This design comes from an exercise in tuning for small area and a short achievable clock period on the open sky130 flow, not from production work. No run shown here included a check of the RTL's function; only the layout flow was run. The clock cells of run 2 come from the design's own scripts or RTL, not from TritonCTS. The clock port is modelled as an ideal driver, which makes a skipped or thinned clock tree look cheaper than it is; a real chip needs a root buffer or a tree. Power is estimated from default activity; no workload was simulated.

## flow/design.v (module list and top-level ports; edited modules follow where they fit)
// module adder_top: 31 lines
// module Adder: 956 lines
// module AdderPgN: 4 lines
// module AdderXor: 3 lines
// module AdderXnor: 3 lines
// module AdderBlackP: 4 lines
// module AdderGreyP: 3 lines
// module AdderBlackN: 4 lines
// module AdderGreyN: 3 lines
// module AdderInv: 3 lines
module adder_top (
    input         clk,
    input  [63:0] a,
    input  [63:0] b,
    input         cin,
    output [63:0] sum,
    output        cout
);
  // ...
==> flow/flow/run.sh <==
#!/bin/bash
# Layout: the standard ORFS flow, with the input and output ports buffered
# by a plain buffer (buf_2) instead of the cell buffer_ports picks on its own.
set -euo pipefail
bash standard.sh BUFFER_PORTS_ARGS="-buffer_cell sky130_fd_sc_hd__buf_2" finish > flow_make.log 2>&1
==> flow/standard.sh <==
#!/bin/bash
# synth_recipe.tcl (not shown) runs the flow's synth.tcl, then flattens the netlist and writes it again
# the make line also repeats each setting of config.mk as NAME=value (left out here)
make -C /OpenROAD-flow-scripts/flow DESIGN_CONFIG=/design/flow/config.mk WORK_HOME=/design/flow/orfs CLKGATE_MAP_FILE= SYNTH_SCRIPT=/design/flow/synth_recipe.tcl "${@:-finish}"
==> flow/config.mk <==
export PLATFORM = sky130hd
export DESIGN_NAME = adder_top
export DESIGN_NICKNAME = adder_top
export VERILOG_FILES = /design/flow/design.v
export SDC_FILE = /design/flow/constraint.sdc
export NUM_CORES = 4
export LEC_CHECK = 0
export ABC_CLOCK_PERIOD_IN_PS = 1000
export CAP_MARGIN = 20
export CORE_MARGIN = 2
export CORE_UTILIZATION = 65
export PLACE_DENSITY = 0.85
export SETUP_SLACK_MARGIN = 1.4
export SLEW_MARGIN = 20
export SYNTH_HIERARCHICAL = 1
==> flow/constraint.sdc <==
create_clock -name core_clock -period 3.1 [get_ports {clk}]
set_input_delay 0.6200 -clock core_clock [delete_from_list [all_inputs] [get_ports {clk}]]
set_output_delay 0.6200 -clock core_clock [all_outputs]
set_load 0.01 [all_outputs]
==> impl_results.md, run 1 <==
* Outcome: did not finish
* Failed at: global routing (5_1_grt)
* Error: [ERROR GRT-0232] Routing congestion too high. Check the congestion heatmap in the GUI.
* GRT worst endpoint: sum_q[42]$_DFF_P_/D
* Dpl cells at 1432
* Die Height at 124 um
* Synth Cell Area at 9330 sq um
* Post-synth top cells: nor2_1, dfxtp_1, nand2_1
* Number of synthesized flops with an enable pin at 0
* Synth Area in Simple Gates at 15.8%
* Worst endpoint type: sequential cell input
* Syn_nets at 1188
* Placed cell areas at 10600 sq um
* FP Rows at 43
* Dpl ws at 0.794 ns
* Initial Util at 66.9%
* Syn avg cell area at 8.82 sq um
* FFs w/ async S/R, synth at 0%
* DPL Wire Length at 22.4 mm
* Seq cells post-synth at 194
* Multiplexer share of the synthesized area at 0%
* Synthesized instance count at 1058
* Largest net degree at the start of global routing at 19
* Main synth FF type: dfxtp_1
* Post-CTS setup buffers at 28
* Grt total ovfl at 1644
* Die X at 124 um
* Synth top area cells: dfxtp_1, a21oi_2, o21ai_2, nor2_1, xor2_1
* Sequential fraction of the synthesis area at 41.6%
* GR Layer Usage met2 at 143%
* CTS Sinks at 194
* Global placement routability congestion at 1.04
* Compound-Gate Fraction of Synth Area at 29.9%
* CTS resizes at 368
* Main combinational cell family by area after synthesis: compound AO/OA/AOI/OAI gates
* Clock root cell: clkbuf_16
* Largest area contributor in the netlist: dfxtp_1
* CTS Buf Count at 17
* CTS H-tree lvls at 4
* Netlist cell types at 9
* Io pins at 195
* GR Util met1 at 81.9%
* Clock Tree Buf Depth at 2
==> inputs of run 2 (changes only) <==
--- a/flow/design.v
+++ b/flow/design.v
@@ -851,156 +851,159 @@
 AdderGreyP gp405 (.gi(g5_62), .pi(p5_62), .gj(g5_30), .gn(g6_62));
 wire g6_63;
 AdderGreyP gp406 (.gi(g5_63), .pi(p5_63), .gj(g5_31), .gn(g6_63));
 wire g6_64, p6_64;
 AdderBlackP bp407 (.gi(g5_64), .pi(p5_64), .gj(g5_32), .pj(p5_32), .gn(g6_64), .pn(p6_64));
 wire g7_64;
 AdderGreyN gn408 (.gin(g6_64), .pin(p6_64), .gjn(inv_io_cin), .g(g7_64));
 wire [WIDTH-1:0] x;
-AdderXor hx409 (.a(io_a[0]), .b(io_b[0]), .y(x[0]));
+AdderHalf hx409 (.gn(gn0_0), .pn(pn0_0), .x(x[0]));
 AdderXor sx410 (.a(x[0]), .b(io_cin), .y(io_sum[0]));
-AdderXor hx411 (.a(io_a[1]), .b(io_b[1]), .y(x[1]));
+AdderHalf hx411 (.gn(gn0_1), .pn(pn0_1), .x(x[1]));
 AdderXor sx412 (.a(x[1]), .b(g1_1), .y(io_sum[1]));
-AdderXnor hx413 (.a(io_a[2]), .b(io_b[2]), .y(x[2]));
+AdderHalfN hx413 (.gn(gn0_2), .pn(pn0_2), .xn(x[2]));
 AdderXor sx414 (.a(x[2]), .b(g2_2), .y(io_sum[2]));
-AdderXnor hx415 (.a(io_a[3]), .b(io_b[3]), .y(x[3]));
+AdderHalfN hx415 (.gn(gn0_3), .pn(pn0_3), .xn(x[3]));
 AdderXor sx416 (.a(x[3]), .b(g2_3), .y(io_sum[3]));
-AdderXor hx417 (.a(io_a[4]), .b(io_b[4]), .y(x[4]));
+AdderHalf hx417 (.gn(gn0_4), .pn(pn0_4), .x(x[4]));
 AdderXor sx418 (.a(x[4]), .b(g3_4), .y(io_sum[4]));
-AdderXor hx419 (.a(io_a[5]), .b(io_b[5]), .y(x[5]));
+AdderHalf hx419 (.gn(gn0_5), .pn(pn0_5), .x(x[5]));
 AdderXor sx420 (.a(x[5]), .b(g3_5), .y(io_sum[5]));
-AdderXor hx421 (.a(io_a[6]), .b(io_b[6]), .y(x[6]));
+AdderHalf hx421 (.gn(gn0_6), .pn(pn0_6), .x(x[6]));
 AdderXor sx422 (.a(x[6]), .b(g3_6), .y(io_sum[6]));
-AdderXor hx423 (.a(io_a[7]), .b(io_b[7]), .y(x[7]));
+AdderHalf hx423 (.gn(gn0_7), .pn(pn0_7), .x(x[7]));
 AdderXor sx424 (.a(x[7]), .b(g3_7), .y(io_sum[7]));
-AdderXnor hx425 (.a(io_a[8]), .b(io_b[8]), .y(x[8]));
+AdderHalfN hx425 (.gn(gn0_8), .pn(pn0_8), .xn(x[8]));
 AdderXor sx426 (.a(x[8]), .b(g4_8), .y(io_sum[8]));
-AdderXnor hx427 (.a(io_a[9]), .b(io_b[9]), .y(x[9]));
+AdderHalfN hx427 (.gn(gn0_9), .pn(pn0_9), .xn(x[9]));
 AdderXor sx428 (.a(x[9]), .b(g4_9), .y(io_sum[9]));
-AdderXnor hx429 (.a(io_a[10]), .b(io_b[10]), .y(x[10]));
+AdderHalfN hx429 (.gn(gn0_10), .pn(pn0_10), .xn(x[10]));
 AdderXor sx430 (.a(x[10]), .b(g4_10), .y(io_sum[10]));
-AdderXnor hx431 (.a(io_a[11]), .b(io_b[11]), .y(x[11]));
+AdderHalfN hx431 (.gn(gn0_11), .pn(pn0_11), .xn(x[11]));
 AdderXor sx432 (.a(x[11]), .b(g4_11), .y(io_sum[11]));
-AdderXnor hx433 (.a(io_a[12]), .b(io_b[12]), .y(x[12]));
+AdderHalfN hx433 (.gn(gn0_12), .pn(pn0_12), .xn(x[12]));
 AdderXor sx434 (.a(x[12]), .b(g4_12), .y(io_sum[12]));
-AdderXnor hx435 (.a(io_a[13]), .b(io_b[13]), .y(x[13]));
+AdderHalfN hx435 (.gn(gn0_13), .pn(pn0_13), .xn(x[13]));
 AdderXor sx436 (.a(x[13]), .b(g4_13), .y(io_sum[13]));
-AdderXnor hx437 (.a(io_a[14]), .b(io_b[14]), .y(x[14]));
+AdderHalfN hx437 (.gn(gn0_14), .pn(pn0_14), .xn(x[14]));
 AdderXor sx438 (.a(x[14]), .b(g4_14), .y(io_sum[14]));
-AdderXnor hx439 (.a(io_a[15]), .b(io_b[15]), .y(x[15]));
+AdderHalfN hx439 (.gn(gn0_15), .pn(pn0_15), .xn(x[15]));
 AdderXor sx440 (.a(x[15]), .b(g4_15), .y(io_sum[15]));
-AdderXor hx441 (.a(io_a[16]), .b(io_b[16]), .y(x[16]));
+AdderHalf hx441 (.gn(gn0_16), .pn(pn0_16), .x(x[16]));
 AdderXor sx442 (.a(x[16]), .b(g5_16), .y(io_sum[16]));
-AdderXor hx443 (.a(io_a[17]), .b(io_b[17]), .y(x[17]));
+AdderHalf hx443 (.gn(gn0_17), .pn(pn0_17), .x(x[17]));
 AdderXor sx444 (.a(x[17]), .b(g5_17), .y(io_sum[17]));
-AdderXor hx445 (.a(io_a[18]), .b(io_b[18]), .y(x[18]));
+AdderHalf hx445 (.gn(gn0_18), .pn(pn0_18), .x(x[18]));
 AdderXor sx446 (.a(x[18]), .b(g5_18), .y(io_sum[18]));
-AdderXor hx447 (.a(io_a[19]), .b(io_b[19]), .y(x[19]));
+AdderHalf hx447 (.gn(gn0_19), .pn(pn0_19), .x(x[19]));
 AdderXor sx448 (.a(x[19]), .b(g5_19), .y(io_sum[19]));
-AdderXor hx449 (.a(io_a[20]), .b(io_b[20]), .y(x[20]));
+AdderHalf hx449 (.gn(gn0_20), .pn(pn0_20), .x(x[20]));
 AdderXor sx450 (.a(x[20]), .b(g5_20), .y(io_sum[20]));
-AdderXor hx451 (.a(io_a[21]), .b(io_b[21]), .y(x[21]));
+AdderHalf hx451 (.gn(gn0_21), .pn(pn0_21), .x(x[21]));
 AdderXor sx452 (.a(x[21]), .b(g5_21), .y(io_sum[21]));
-AdderXor hx453 (.a(io_a[22]), .b(io_b[22]), .y(x[22]));
+AdderHalf hx453 (.gn(gn0_22), .pn(pn0_22), .x(x[22]));
 AdderXor sx454 (.a(x[22]), .b(g5_22), .y(io_sum[22]));
-AdderXor hx455 (.a(io_a[23]), .b(io_b[23]), .y(x[23]));
+AdderHalf hx455 (.gn(gn0_23), .pn(pn0_23), .x(x[23]));
 AdderXor sx456 (.a(x[23]), .b(g5_23), .y(io_sum[23]));
-AdderXor hx457 (.a(io_a[24]), .b(io_b[24]), .y(x[24]));
+AdderHalf hx457 (.gn(gn0_24), .pn(pn0_24), .x(x[24]));
 AdderXor sx458 (.a(x[24]), .b(g5_24), .y(io_sum[24]));
-AdderXor hx459 (.a(io_a[25]), .b(io_b[25]), .y(x[25]));
+AdderHalf hx459 (.gn(gn0_25), .pn(pn0_25), .x(x[25]));
 AdderXor sx460 (.a(x[25]), .b(g5_25), .y(io_sum[25]));
-AdderXor hx461 (.a(io_a[26]), .b(io_b[26]), .y(x[26]));
+AdderHalf hx461 (.gn(gn0_26), .pn(pn0_26), .x(x[26]));
 AdderXor sx462 (.a(x[26]), .b(g5_26), .y(io_sum[26]));
-AdderXor hx463 (.a(io_a[27]), .b(io_b[27]), .y(x[27]));
+AdderHalf hx463 (.gn(gn0_27), .pn(pn0_27), .x(x[27]));
 AdderXor sx464 (.a(x[27]), .b(g5_27), .y(io_sum[27]));
-AdderXor hx465 (.a(io_a[28]), .b(io_b[28]), .y(x[28]));
+AdderHalf hx465 (.gn(gn0_28), .pn(pn0_28), .x(x[28]));
 AdderXor sx466 (.a(x[28]), .b(g5_28), .y(io_sum[28]));
-AdderXor hx467 (.a(io_a[29]), .b(io_b[29]), .y(x[29]));
+AdderHalf hx467 (.gn(gn0_29), .pn(pn0_29), .x(x[29]));
 AdderXor sx468 (.a(x[29]), .b(g5_29), .y(io_sum[29]));
-AdderXor hx469 (.a(io_a[30]), .b(io_b[30]), .y(x[30]));
+AdderHalf hx469 (.gn(gn0_30), .pn(pn0_30), .x(x[30]));
 AdderXor sx470 (.a(x[30]), .b(g5_30), .y(io_sum[30]));
-AdderXor hx471 (.a(io_a[31]), .b(io_b[31]), .y(x[31]));
+AdderHalf hx471 (.gn(gn0_31), .pn(pn0_31), .x(x[31]));
 AdderXor sx472 (.a(x[31]), .b(g5_31), .y(io_sum[31]));
-AdderXnor hx473 (.a(io_a[32]), .b(io_b[32]), .y(x[32]));
+AdderHalfN hx473 (.gn(gn0_32), .pn(pn0_32), .xn(x[32]));
 AdderXor sx474 (.a(x[32]), .b(g6_32), .y(io_sum[32]));
-AdderXnor hx475 (.a(io_a[33]), .b(io_b[33]), .y(x[33]));
+AdderHalfN hx475 (.gn(gn0_33), .pn(pn0_33), .xn(x[33]));
 AdderXor sx476 (.a(x[33]), .b(g6_33), .y(io_sum[33]));
-AdderXnor hx477 (.a(io_a[34]), .b(io_b[34]), .y(x[34]));
+AdderHalfN hx477 (.gn(gn0_34), .pn(pn0_34), .xn(x[34]));
 AdderXor sx478 (.a(x[34]), .b(g6_34), .y(io_sum[34]));
-AdderXnor hx479 (.a(io_a[35]), .b(io_b[35]), .y(x[35]));
+AdderHalfN hx479 (.gn(gn0_35), .pn(pn0_35), .xn(x[35]));
 AdderXor sx480 (.a(x[35]), .b(g6_35), .y(io_sum[35]));
-AdderXnor hx481 (.a(io_a[36]), .b(io_b[36]), .y(x[36]));
+AdderHalfN hx481 (.gn(gn0_36), .pn(pn0_36), .xn(x[36]));
 AdderXor sx482 (.a(x[36]), .b(g6_36), .y(io_sum[36]));
-AdderXnor hx483 (.a(io_a[37]), .b(io_b[37]), .y(x[37]));
+AdderHalfN hx483 (.gn(gn0_37), .pn(pn0_37), .xn(x[37]));
 AdderXor sx484 (.a(x[37]), .b(g6_37), .y(io_sum[37]));
-AdderXnor hx485 (.a(io_a[38]), .b(io_b[38]), .y(x[38]));
+AdderHalfN hx485 (.gn(gn0_38), .pn(pn0_38), .xn(x[38]));
 AdderXor sx486 (.a(x[38]), .b(g6_38), .y(io_sum[38]));
-AdderXnor hx487 (.a(io_a[39]), .b(io_b[39]), .y(x[39]));
+AdderHalfN hx487 (.gn(gn0_39), .pn(pn0_39), .xn(x[39]));
 AdderXor sx488 (.a(x[39]), .b(g6_39), .y(io_sum[39]));
-AdderXnor hx489 (.a(io_a[40]), .b(io_b[40]), .y(x[40]));
+AdderHalfN hx489 (.gn(gn0_40), .pn(pn0_40), .xn(x[40]));
 AdderXor sx490 (.a(x[40]), .b(g6_40), .y(io_sum[40]));
-AdderXnor hx491 (.a(io_a[41]), .b(io_b[41]), .y(x[41]));
+AdderHalfN hx491 (.gn(gn0_41), .pn(pn0_41), .xn(x[41]));
 AdderXor sx492 (.a(x[41]), .b(g6_41), .y(io_sum[41]));
-AdderXnor hx493 (.a(io_a[42]), .b(io_b[42]), .y(x[42]));
+AdderHalfN hx493 (.gn(gn0_42), .pn(pn0_42), .xn(x[42]));
 AdderXor sx494 (.a(x[42]), .b(g6_42), .y(io_sum[42]));
-AdderXnor hx495 (.a(io_a[43]), .b(io_b[43]), .y(x[43]));
+AdderHalfN hx495 (.gn(gn0_43), .pn(pn0_43), .xn(x[43]));
 AdderXor sx496 (.a(x[43]), .b(g6_43), .y(io_sum[43]));
-AdderXnor hx497 (.a(io_a[44]), .b(io_b[44]), .y(x[44]));
+AdderHalfN hx497 (.gn(gn0_44), .pn(pn0_44), .xn(x[44]));
 AdderXor sx498 (.a(x[44]), .b(g6_44), .y(io_sum[44]));
-AdderXnor hx499 (.a(io_a[45]), .b(io_b[45]), .y(x[45]));
+AdderHalfN hx499 (.gn(gn0_45), .pn(pn0_45), .xn(x[45]));
 AdderXor sx500 (.a(x[45]), .b(g6_45), .y(io_sum[45]));
-AdderXnor hx501 (.a(io_a[46]), .b(io_b[46]), .y(x[46]));
+AdderHalfN hx501 (.gn(gn0_46), .pn(pn0_46), .xn(x[46]));
 AdderXor sx502 (.a(x[46]), .b(g6_46), .y(io_sum[46]));
-AdderXnor hx503 (.a(io_a[47]), .b(io_b[47]), .y(x[47]));
+AdderHalfN hx503 (.gn(gn0_47), .pn(pn0_47), .xn(x[47]));
 AdderXor sx504 (.a(x[47]), .b(g6_47), .y(io_sum[47]));
-AdderXnor hx505 (.a(io_a[48]), .b(io_b[48]), .y(x[48]));
+AdderHalfN hx505 (.gn(gn0_48), .pn(pn0_48), .xn(x[48]));
 AdderXor sx506 (.a(x[48]), .b(g6_48), .y(io_sum[48]));
-AdderXnor hx507 (.a(io_a[49]), .b(io_b[49]), .y(x[49]));
+AdderHalfN hx507 (.gn(gn0_49), .pn(pn0_49), .xn(x[49]));
 AdderXor sx508 (.a(x[49]), .b(g6_49), .y(io_sum[49]));
-AdderXnor hx509 (.a(io_a[50]), .b(io_b[50]), .y(x[50]));
+AdderHalfN hx509 (.gn(gn0_50), .pn(pn0_50), .xn(x[50]));
 AdderXor sx510 (.a(x[50]), .b(g6_50), .y(io_sum[50]));
-AdderXnor hx511 (.a(io_a[51]), .b(io_b[51]), .y(x[51]));
+AdderHalfN hx511 (.gn(gn0_51), .pn(pn0_51), .xn(x[51]));
 AdderXor sx512 (.a(x[51]), .b(g6_51), .y(io_sum[51]));
-AdderXnor hx513 (.a(io_a[52]), .b(io_b[52]), .y(x[52]));
+AdderHalfN hx513 (.gn(gn0_52), .pn(pn0_52), .xn(x[52]));
 AdderXor sx514 (.a(x[52]), .b(g6_52), .y(io_sum[52]));
-AdderXnor hx515 (.a(io_a[53]), .b(io_b[53]), .y(x[53]));
+AdderHalfN hx515 (.gn(gn0_53), .pn(pn0_53), .xn(x[53]));
 AdderXor sx516 (.a(x[53]), .b(g6_53), .y(io_sum[53]));
-AdderXnor hx517 (.a(io_a[54]), .b(io_b[54]), .y(x[54]));
+AdderHalfN hx517 (.gn(gn0_54), .pn(pn0_54), .xn(x[54]));
 AdderXor sx518 (.a(x[54]), .b(g6_54), .y(io_sum[54]));
-AdderXnor hx519 (.a(io_a[55]), .b(io_b[55]), .y(x[55]));
+AdderHalfN hx519 (.gn(gn0_55), .pn(pn0_55), .xn(x[55]));
 AdderXor sx520 (.a(x[55]), .b(g6_55), .y(io_sum[55]));
-AdderXnor hx521 (.a(io_a[56]), .b(io_b[56]), .y(x[56]));
+AdderHalfN hx521 (.gn(gn0_56), .pn(pn0_56), .xn(x[56]));
 AdderXor sx522 (.a(x[56]), .b(g6_56), .y(io_sum[56]));
-AdderXnor hx523 (.a(io_a[57]), .b(io_b[57]), .y(x[57]));
+AdderHalfN hx523 (.gn(gn0_57), .pn(pn0_57), .xn(x[57]));
 AdderXor sx524 (.a(x[57]), .b(g6_57), .y(io_sum[57]));
-AdderXnor hx525 (.a(io_a[58]), .b(io_b[58]), .y(x[58]));
+AdderHalfN hx525 (.gn(gn0_58), .pn(pn0_58), .xn(x[58]));
 AdderXor sx526 (.a(x[58]), .b(g6_58), .y(io_sum[58]));
-AdderXnor hx527 (.a(io_a[59]), .b(io_b[59]), .y(x[59]));
+AdderHalfN hx527 (.gn(gn0_59), .pn(pn0_59), .xn(x[59]));
 AdderXor sx528 (.a(x[59]), .b(g6_59), .y(io_sum[59]));
-AdderXnor hx529 (.a(io_a[60]), .b(io_b[60]), .y(x[60]));
+AdderHalfN hx529 (.gn(gn0_60), .pn(pn0_60), .xn(x[60]));
 AdderXor sx530 (.a(x[60]), .b(g6_60), .y(io_sum[60]));
-AdderXnor hx531 (.a(io_a[61]), .b(io_b[61]), .y(x[61]));
+AdderHalfN hx531 (.gn(gn0_61), .pn(pn0_61), .xn(x[61]));
 AdderXor sx532 (.a(x[61]), .b(g6_61), .y(io_sum[61]));
-AdderXnor hx533 (.a(io_a[62]), .b(io_b[62]), .y(x[62]));
+AdderHalfN hx533 (.gn(gn0_62), .pn(pn0_62), .xn(x[62]));
 AdderXor sx534 (.a(x[62]), .b(g6_62), .y(io_sum[62]));
-AdderXnor hx535 (.a(io_a[63]), .b(io_b[63]), .y(x[63]));
+AdderHalfN hx535 (.gn(gn0_63), .pn(pn0_63), .xn(x[63]));
 AdderXor sx536 (.a(x[63]), .b(g6_63), .y(io_sum[63]));
 assign io_cout = g7_64;
 endmodule
 module AdderPgN (input a, input b, output gn, output pn);
   assign gn = ~(a & b);
   assign pn = ~(a | b);
 endmodule
+module AdderHalf (input gn, input pn, output x);
+  assign x = gn & ~pn;
+endmodule
+module AdderHalfN (input gn, input pn, output xn);
+  assign xn = ~(gn & ~pn);
+endmodule
 module AdderXor (input a, input b, output y);
   assign y = a ^ b;
 endmodule
-module AdderXnor (input a, input b, output y);
-  assign y = ~(a ^ b);
-endmodule
 module AdderBlackP (input gi, input pi, input gj, input pj, output gn, output pn);
   assign gn = ~(gi | (pi & gj));
   assign pn = ~(pi & pj);
 endmodule
 module AdderGreyP (input gi, input pi, input gj, output gn);
   assign gn = ~(gi | (pi & gj));
 endmodule
 module AdderBlackN (input gin, input pin, input gjn, input pjn, output g, output p);
==> flow/flow/run.sh (replaced) <==
#!/bin/bash
# Layout: the standard ORFS flow (standard.sh) with these changes:
#  - after floorplanning, flow/downsize.tcl sets every logic gate to its
#    smallest drive strength (timing repair later upsizes what it needs);
#  - the input and output ports are buffered by buf_1 (buffer_ports -buffer_cell),
#    and after clock tree synthesis flow/outbuf.tcl makes the output ones stronger;
#  - after clock tree synthesis, flow/clocktree.tcl replaces the clock tree with
#    a two-level one (see its header); timing repair then runs after global
#    routing, on the new tree.
# make's full output goes to flow_make.log; each ORFS step logs to orfs/logs/.
set -euo pipefail
here=$(pwd)
# clock tree cells (read by flow/clocktree.tcl)
export CT_IN_ROOTS=3 CT_IN_LEAVES=9 CT_OUT_LEAVES=4
export CT_IN_CELL=sky130_fd_sc_hd__clkbuf_16
export CT_IN_LEAF_CELL=sky130_fd_sc_hd__clkbuf_8
export CT_MID_CELL=sky130_fd_sc_hd__clkbuf_2
export CT_OUT_CELL=sky130_fd_sc_hd__clkbuf_16
# output port buffer (read by flow/outbuf.tcl)
export OUT_PORT_BUF=sky130_fd_sc_hd__buf_2
bash standard.sh \
  BUFFER_PORTS_ARGS="-buffer_cell sky130_fd_sc_hd__buf_1" \
  POST_FLOORPLAN_TCL="$here/flow/downsize.tcl" \
  SKIP_CTS_REPAIR_TIMING=1 \
  POST_CTS_TCL="$here/flow/post_cts.tcl" \
  finish > flow_make.log 2>&1
==> flow/flow/clocktree.tcl (new file) <==
proc ct_env { name default } {
  if { [info exists ::env($name)] && $::env($name) ne "" } { return $::env($name) }
  return $default
}
set in_roots   [ct_env CT_IN_ROOTS 3]
set in_leaves  [ct_env CT_IN_LEAVES 9]
set in_cell    [ct_env CT_IN_CELL sky130_fd_sc_hd__clkbuf_16]
set in_leaf_cell [ct_env CT_IN_LEAF_CELL sky130_fd_sc_hd__clkbuf_16]
set mid_cell   [ct_env CT_MID_CELL sky130_fd_sc_hd__clkbuf_8]
set out_leaves [ct_env CT_OUT_LEAVES 4]
set out_cell   [ct_env CT_OUT_CELL sky130_fd_sc_hd__clkbuf_16]

# signal (or clock) input and output pins, leaving out the supply pins
proc ct_in { it } {
  set mt [$it getMTerm]
  return [expr { [$mt getSigType] in {SIGNAL CLOCK} && [$mt getIoType] eq "INPUT" }]
}
proc ct_out { it } {
  set mt [$it getMTerm]
  return [expr { [$mt getSigType] in {SIGNAL CLOCK} && [$mt getIoType] eq "OUTPUT" }]
}

set db [ord::get_db]
set block [ord::get_db_block]
set clk_net [[$block findBTerm clk] getNet]

# Walk the clock network: registers' clock pins are sinks; everything else on
# it (CTS buffers and its dummy loads) is removed.
set sinks {}
set old_insts {}
set old_nets {}
set todo [list $clk_net]
while { [llength $todo] } {
  set net [lindex $todo 0]
  set todo [lrange $todo 1 end]
  foreach it [$net getITerms] {
    if { ![ct_in $it] } { continue }
    set inst [$it getInst]
    set m [[$inst getMaster] getName]
    if { [string match "*df*" $m] } {
      lappend sinks $it
      continue
    }
    if { ![string match "*buf*" $m] && ![string match "*inv*" $m] } {
      error "unexpected cell $m ([$inst getName]) on the clock network"
    }
    if { [lsearch -exact $old_insts $inst] >= 0 } { continue }
    lappend old_insts $inst
    foreach ot [$inst getITerms] {
      if { [ct_out $ot] && [$ot getNet] ne "NULL" } {
        if { [string match "*inv*" $m] && [llength [[$ot getNet] getITerms]] > 1 } {
          error "inverter [$inst getName] drives a clock net"
        }
        lappend todo [$ot getNet]
        lappend old_nets [$ot getNet]
      }
    }
  }
}
puts "clocktree: [llength $sinks] register clock pins, removing [llength $old_insts] cells and [llength $old_nets] nets"
foreach it $sinks { $it disconnect }
foreach inst $old_insts { odb::dbInst_destroy $inst }
foreach net $old_nets { odb::dbNet_destroy $net }

proc ct_center { it } {
  set b [[$it getInst] getBBox]
  return [list [expr { ([$b xMin] + [$b xMax]) / 2 }] [expr { ([$b yMin] + [$b yMax]) / 2 }]]
}

# k-means clustering of clock pins by position, into k groups of similar size
proc ct_cluster { iterms k } {
  set pts {}
  foreach it $iterms { lappend pts [ct_center $it] }
  set n [llength $pts]
  # start from points spread along a sort by angle around the centroid
  set cx 0; set cy 0
  foreach p $pts { set cx [expr { $cx + [lindex $p 0] }]; set cy [expr { $cy + [lindex $p 1] }] }
  set cx [expr { double($cx) / $n }]; set cy [expr { double($cy) / $n }]
  set order {}
  set i 0
  foreach p $pts {
    lappend order [list $i [expr { atan2([lindex $p 1] - $cy, [lindex $p 0] - $cx) }]]
    incr i
  }
  set order [lsort -real -index 1 $order]
  set cap [expr { int(ceil(double($n) / $k)) }]
  set assign [lrepeat $n 0]
  set i 0
  foreach o $order {
    lset assign [lindex $o 0] [expr { $i / $cap }]
    incr i
  }
  for { set iter 0 } { $iter < 20 } { incr iter } {
    set sx [lrepeat $k 0.0]; set sy [lrepeat $k 0.0]; set sn [lrepeat $k 0]
    for { set i 0 } { $i < $n } { incr i } {
      set c [lindex $assign $i]
      lset sx $c [expr { [lindex $sx $c] + [lindex $pts $i 0] }]
      lset sy $c [expr { [lindex $sy $c] + [lindex $pts $i 1] }]
      lset sn $c [expr { [lindex $sn $c] + 1 }]
    }
    set cent {}
    for { set c 0 } { $c < $k } { incr c } {
      set m [expr { max(1, [lindex $sn $c]) }]
      lappend cent [list [expr { [lindex $sx $c] / $m }] [expr { [lindex $sy $c] / $m }]]
    }
    # balanced assignment: points in order of their best distance, capped per cluster
    set cand {}
    for { set i 0 } { $i < $n } { incr i } {
      for { set c 0 } { $c < $k } { incr c } {
        set d [expr { abs([lindex $pts $i 0] - [lindex $cent $c 0]) + abs([lindex $pts $i 1] - [lindex $cent $c 1]) }]
        lappend cand [list $i $c $d]
      }
    }
    set cand [lsort -real -index 2 $cand]
    set done [lrepeat $n 0]
    set cnt [lrepeat $k 0]
    foreach e $cand {
      lassign $e i c d
      if { [lindex $done $i] || [lindex $cnt $c] >= $cap } { continue }
      lset assign $i $c
      lset done $i 1
      lset cnt $c [expr { [lindex $cnt $c] + 1 }]
    }
  }
  set groups {}
  for { set c 0 } { $c < $k } { incr c } { lappend groups {} }
  for { set i 0 } { $i < $n } { incr i } {
    set c [lindex $assign $i]
    lset groups $c [concat [lindex $groups $c] [list [lindex $iterms $i]]]
  }
  return $groups
}

set ::ct_count 0
# a buffer of master cell driving a new net, placed at (x, y), input on net in_net
proc ct_buffer { cell in_net x y } {
  set db [ord::get_db]
  set block [ord::get_db_block]
  set master [$db findMaster $cell]
  if { $master eq "NULL" } { error "no cell $cell" }
  set inst [odb::dbInst_create $block $master "clktree_buf_$::ct_count"]
  set ::ct_last_inst $inst
  set net [odb::dbNet_create $block "clktree_net_$::ct_count"]
  incr ::ct_count
  $net setSigType CLOCK
  set w [$master getWidth]
  set h [$master getHeight]
  $inst setLocation [expr { int($x - $w / 2) }] [expr { int($y - $h / 2) }]
  $inst setPlacementStatus PLACED
  foreach it [$inst getITerms] {
    if { [ct_in $it] } { $it connect $in_net }
    if { [ct_out $it] } { $it connect $net }
  }
  return $net
}

proc ct_centroid { iterms } {
  set sx 0; set sy 0
  foreach it $iterms {
    lassign [ct_center $it] x y
    set sx [expr { $sx + $x }]; set sy [expr { $sy + $y }]
  }
  set n [llength $iterms]
  return [list [expr { $sx / $n }] [expr { $sy / $n }]]
}

set in_sinks {}
set out_sinks {}
foreach it $sinks {
  set n [[$it getInst] getName]
  if { [string match "sum_q*" $n] || [string match "cout_q*" $n] } {
    lappend out_sinks $it
  } else {
    lappend in_sinks $it
  }
}

# leaf buffers on clusters of registers; their input pins, clustered again, go
# to the root buffers.  Returns the leaf buffers' input pins.
proc ct_leaves { regs nleaves cell what } {
  set pins {}
  foreach g [ct_cluster $regs $nleaves] {
    lassign [ct_centroid $g] x y
    set net [odb::dbNet_create [ord::get_db_block] "clktree_tmp_$::ct_count"]
    set leafnet [ct_buffer $cell $net $x $y]
    foreach it $g { $it connect $leafnet }
    set inst $::ct_last_inst
    foreach it [$inst getITerms] {
      if { [ct_in $it] } { lappend pins $it }
    }
    puts "clocktree: $cell at ([expr {$x/1000.0}], [expr {$y/1000.0}]) drives [llength $g] $what registers"
  }
  return $pins
}
proc ct_drive { pins cell in_net } {
  lassign [ct_centroid $pins] x y
  set net [ct_buffer $cell $in_net $x $y]
  foreach it $pins {
    set old [$it getNet]
    $it disconnect
    if { $old ne "NULL" && [llength [$old getITerms]] == 0 } { odb::dbNet_destroy $old }
    $it connect $net
  }
  puts "clocktree: $cell at ([expr {$x/1000.0}], [expr {$y/1000.0}]) drives [llength $pins] buffers"
  return $net
}

set in_leaf_pins [ct_leaves $in_sinks $in_leaves $in_leaf_cell operand]
foreach g [ct_cluster $in_leaf_pins $in_roots] {
  ct_drive $g $in_cell $clk_net
}
set out_leaf_pins [ct_leaves $out_sinks $out_leaves $out_cell result]
ct_drive $out_leaf_pins $mid_cell $clk_net

global_connect
detailed_placement
check_placement -verbose
estimate_parasitics -placement
report_clock_skew
report_clock_latency
report_checks -path_delay max -digits 3
report_checks -path_delay max -to [all_outputs] -digits 3
report_worst_slack -max
report_worst_slack -min
==> flow/flow/downsize.tcl (new file) <==
# POST_FLOORPLAN hook: synthesis maps each small helper module of the adder
# once, at whatever drive strength ABC picks, and every instance inherits it.
# Start all logic gates from the smallest drive strength of their kind
# instead; timing repair after placement and routing upsizes the ones on
# critical paths.  Registers and tie cells are left alone.
set db [ord::get_db]
set ds_count 0
foreach inst [[ord::get_db_block] getInsts] {
  set m [[$inst getMaster] getName]
  if { ![regexp {^(sky130_fd_sc_hd__(?:a21oi|o21ai|nand2|nor2|nand2b|nor2b|xor2|xnor2|inv|and2|or2|a21o|o21a|a21boi|o21bai))_([0-9]+)$} $m -> base size] } { continue }
  if { $size == 1 } { continue }
  set small [$db findMaster "${base}_1"]
  if { $small eq "NULL" } { continue }
  $inst swapMaster $small
  incr ds_count
}
puts "downsize: $ds_count logic gates set to drive strength 1"
==> flow/flow/outbuf.tcl (new file) <==
# Give the output ports a stronger buffer than the one buffer_ports put on
# every port (OUT_PORT_BUF, default buf_2): the path from the result
# registers to the outputs is one of the critical ones.
set ob_cell [expr { [info exists ::env(OUT_PORT_BUF)] ? $::env(OUT_PORT_BUF) : "sky130_fd_sc_hd__buf_2" }]
set ob_master [[ord::get_db] findMaster $ob_cell]
if { $ob_master eq "NULL" } { error "no cell $ob_cell" }
set ob_count 0
foreach bt [[ord::get_db_block] getBTerms] {
  if { [$bt getIoType] ne "OUTPUT" } { continue }
  set net [$bt getNet]
  foreach it [$net getITerms] {
    if { [[$it getMTerm] getIoType] ne "OUTPUT" } { continue }
    set inst [$it getInst]
    if { [string match "sky130_fd_sc_hd__buf_*" [[$inst getMaster] getName]] } {
      $inst swapMaster $ob_master
      incr ob_count
    }
  }
}
puts "outbuf: $ob_count output port buffers are now $ob_cell"
==> flow/flow/post_cts.tcl (new file) <==
# POST_CTS hook: stronger output port buffers, then the clock tree.
set post_cts_dir [file dirname [info script]]
source [file join $post_cts_dir outbuf.tcl]
source [file join $post_cts_dir clocktree.tcl]
==> flow/config.mk (replaced) <==
export PLATFORM = sky130hd
export DESIGN_NAME = adder_top
export DESIGN_NICKNAME = adder_top
export VERILOG_FILES = /design/flow/design.v
export SDC_FILE = /design/flow/constraint.sdc
export NUM_CORES = 4
export LEC_CHECK = 0
export ABC_CLOCK_PERIOD_IN_PS = 1500
export CAP_MARGIN = 20
export CORE_MARGIN = 2
export CORE_UTILIZATION = 40
export PLACE_DENSITY = 0.6
export SETUP_SLACK_MARGIN = 1.4
export SLEW_MARGIN = 20
export SYNTH_HIERARCHICAL = 1
==> impl_results.md, run 2 <==
* Outcome: complete, no violations
* Grt total ovfl at 0
* PortBufs at 194
* Worst path bufs/invs at 1
* Leak at 4.06 nW
* DRC viols at 0
* Yosys top cell area share at 41.6%
* Fin. max-slew vios at 0
* Final std cells w/o fill at 1600
* Vias in the first global route at 7640
* Worst-Skew Late Latency at 0.59 ns
* Synth top area cells: dfxtp_1, a21oi_2, o21ai_2, nor2_1, nand2_1
* Dpl ws at 0.400 ns (-0.394 ns)
* Die X at 157 um (+27%)
* Number of synthesized flops with an enable pin at 0 (unchanged)
* Dpl cells at 1565 (+9.3%)
* Nets@finish at 1418
* Fin worst setup slack at 1.40 ns
* Largest area contributor in the netlist: dfxtp_1
* Post-synth top cells: nor2_1, dfxtp_1, nand2_1
* Die area at 24600 sq um
* Commonest non-fill, non-tap cell in the layout: dfxtp_1
* Max Clk Rate at 0.588 GHz
* Worst EP required at 2.48 ns
* Main synth FF type: dfxtp_1
* GR Util met1 at 29.3%
* Sequential fraction of the synthesis area at 41.6% (about the same)
* GRT Overall Usage at 21.9%
* Fin util at 45.2%
* CP top delay family: flip-flops
* GR Layer Usage met2 at 35.1%
* Minimum clock period at 1.70 ns
* Syn avg cell area at 8.82 sq um (about the same)
* Initial Util at 41.0% (-26 points)
* Most Used Layer, Global Route: met2
* 1st-iter DRT viols at 499
* Worst setup EP type: output pin
* Core footprint at 22800 sq um
* Netlist cell types at 10 (+1)
* Syn_nets at 1188 (unchanged)
* Met3 GRT Util at 5.32%
* Top-count cell post-synth: nor2_1
* Leading registers by flop count: a_q: 64 flops, b_q: 64 flops, sum_q: 64 flops
* Max-slew headroom at 71.2%
* Peak supply drop at 331 uV
* FP Rows at 55 (+28%)
* Drt wl/cell at 17.5 um
* Vias at 7977
* Hold Fails Final Rpt at 0
* Antenna-violating nets left at 0
* Worst-path clk slew at 0.10 ns
* CP Cell Sequence: buf_6
* Seq cells post-synth at 194 (unchanged)
* Worst hold path class: reg2reg
* Max incr delay on CP at 0.38 ns
* Unrepaired setup endpoints after global routing: true
* Worst-margin pin slew at 0.431 ns
* CP max stage cell: dfxtp_2
* Worst Setup Path Type: reg2out
* WL final at 27.9 mm
* Largest net degree at the start of global routing at 18
* Pwr Density at 575 nW/um^2
* Area Overhead vs Synth at 10.4%
* CP arrival at 1.08 ns
* Layout cell share with drive strength beyond 1 at 20.1%
* Most frequent cells in the layout: dfxtp_1, nand2_1, nor2_1, o21ai_1, buf_1
* Tcrit/Tclk final at 54.9%
* Global-route wire length before repair at 40.5 mm
* FFs w/ async S/R, synth at 0% (unchanged)
* DPL Wire Length at 22.6 mm (+0.82%)
* Crit start category: flip-flop
* Worst clock skew at 0.321 ns
* Vias/cell at 4.99
* Initial antenna violation count at 1
* CTS Sinks at 194 (unchanged)
* Endpoints failing setup at 0
* CP max FO at 1
* Die Height at 157 um (+27%)
* Synth Cell Area at 9330 sq um (about the same)
* Ys Warns at 7
* Max-Cap Viols at 0
* Io pins at 195 (unchanged)
* Global placement routability congestion at 1.03 (-1.2%)
* Synthesized instance count at 1058 (unchanged)
* Total iterations of the first detailed-routing run at 5
* Setup TNS at 0 ns
-- run 2: kinds of logic (layout without fill, tap and decap cells) --
logic type | after synthesis | after routing | share of synthesized area (%)
compound gates | 328 | 328 | 29.9
xor+xnor | 64 | 64 | 6.01
buf+inv | 16 | 244 | 0.644
flops | 194 | 194 | 41.6
other cells | 0 | 1 | 0
simple gates | 456 | 456 | 21.8
-- run 2: power breakdown --
group / total [mW] / internal [mW] / switching [mW]
clock: 1.51 / 0.669 / 0.843
sequential: 2.88 / 2.77 / 0.112
combinational: 1.54 / 0.542 / 0.993
total: 5.93 / 3.98 / 1.95
-- run 2: modules after synthesis (local to each module, per instance), excerpt --
module,cells,flops+latches
AdderInv,1,0
AdderHalf,1,0
AdderGreyN,1,0
AdderHalfN,1,0
AdderBlackN,2,0
adder_top,194,194
AdderXor,1,0
AdderGreyP,1,0
AdderPgN,2,0
AdderBlackP,2,0
-- run 2: layer usage --
layer	routed length (um)	share of wire, %
met3	2290	8.2
met4	788	2.8
met1	12400	45
met5	0	0
met2	12400	44
-- run 2: per-stage QoR --
stage	cell area (sq um)	hold slack (ns)	power (mW)
2_1_floorplan	9370	0.483	4.01
3_5_place_dp	9140	0.496	4.20
6_report	10300	0.281	5.93
5_1_grt	10300	0.336	6.23
3_3_place_gp	9140	0.480	4.21
-- run 2: cell type report --
class | count | area [sq um]
antenna | 1 | 2.50
buffer | 17 | 304
fill | 2408 | 12500
inverter | 16 | 60.1
multi-input combinational | 848 | 4700
sequential | 194 | 3890
tap | 313 | 392
timing repair buffer | 211 | 955
-- run 2: worst paths after layout --
kind	slack, ns	endpoint	start	depth (start not counted)
worst max-delay path	1.40	sum[63]	sum_q[63]$_DFF_P_	1
worst min-delay path	0.28	sum_q[39]$_DFF_P_	b_q[39]$_DFF_P_	3
worst max register to register	1.42	sum_q[53]$_DFF_P_	cin_q$_DFF_P_	8
worst min register to register	0.28	sum_q[39]$_DFF_P_	b_q[39]$_DFF_P_	3
-- run 2: worst reg2reg max path, cell delays in order, from the launching register on --
cell,delay [ns]
dfxtp_2,0.40
inv_1,0.13
o21ai_4,0.27
inv_1,0.15
o21ai_4,0.23
inv_1,0.11
o21ai_4,0.25
a21oi_4,0.11
xor2_1,0.18

## port drivers added, routing unchanged
In the flow no input, the clock included, has a driving cell. The finished layout below was timed again as built, in two steps.
Step 1 sets driving cells, clkbuf_16 on the clock port and buf_2 on the other inputs (assumed; they add their load-dependent delay and slew).
Step 2, shift: input delay + t, output delay - t, t = (earliest + latest rising clock arrival at the registers) / 2. This alone moves slack from input paths to output paths.
Three values: ideal, step 1, step 2; two values: the first two.
run: run 2
shift t [ns]: 0.520
slack for setup (ns): 1.399 / 1.309 / 1.421
worst setup path at the end: register to register
clock arrival spread, ns: 0.323 / 0.323
Clock arrivals are far apart in run 2, so t is only a midpoint there and step 2 fits no single register. For run 2, drivers alone change the setup slack by -0.090 ns; drivers and shift together by +0.022 ns.
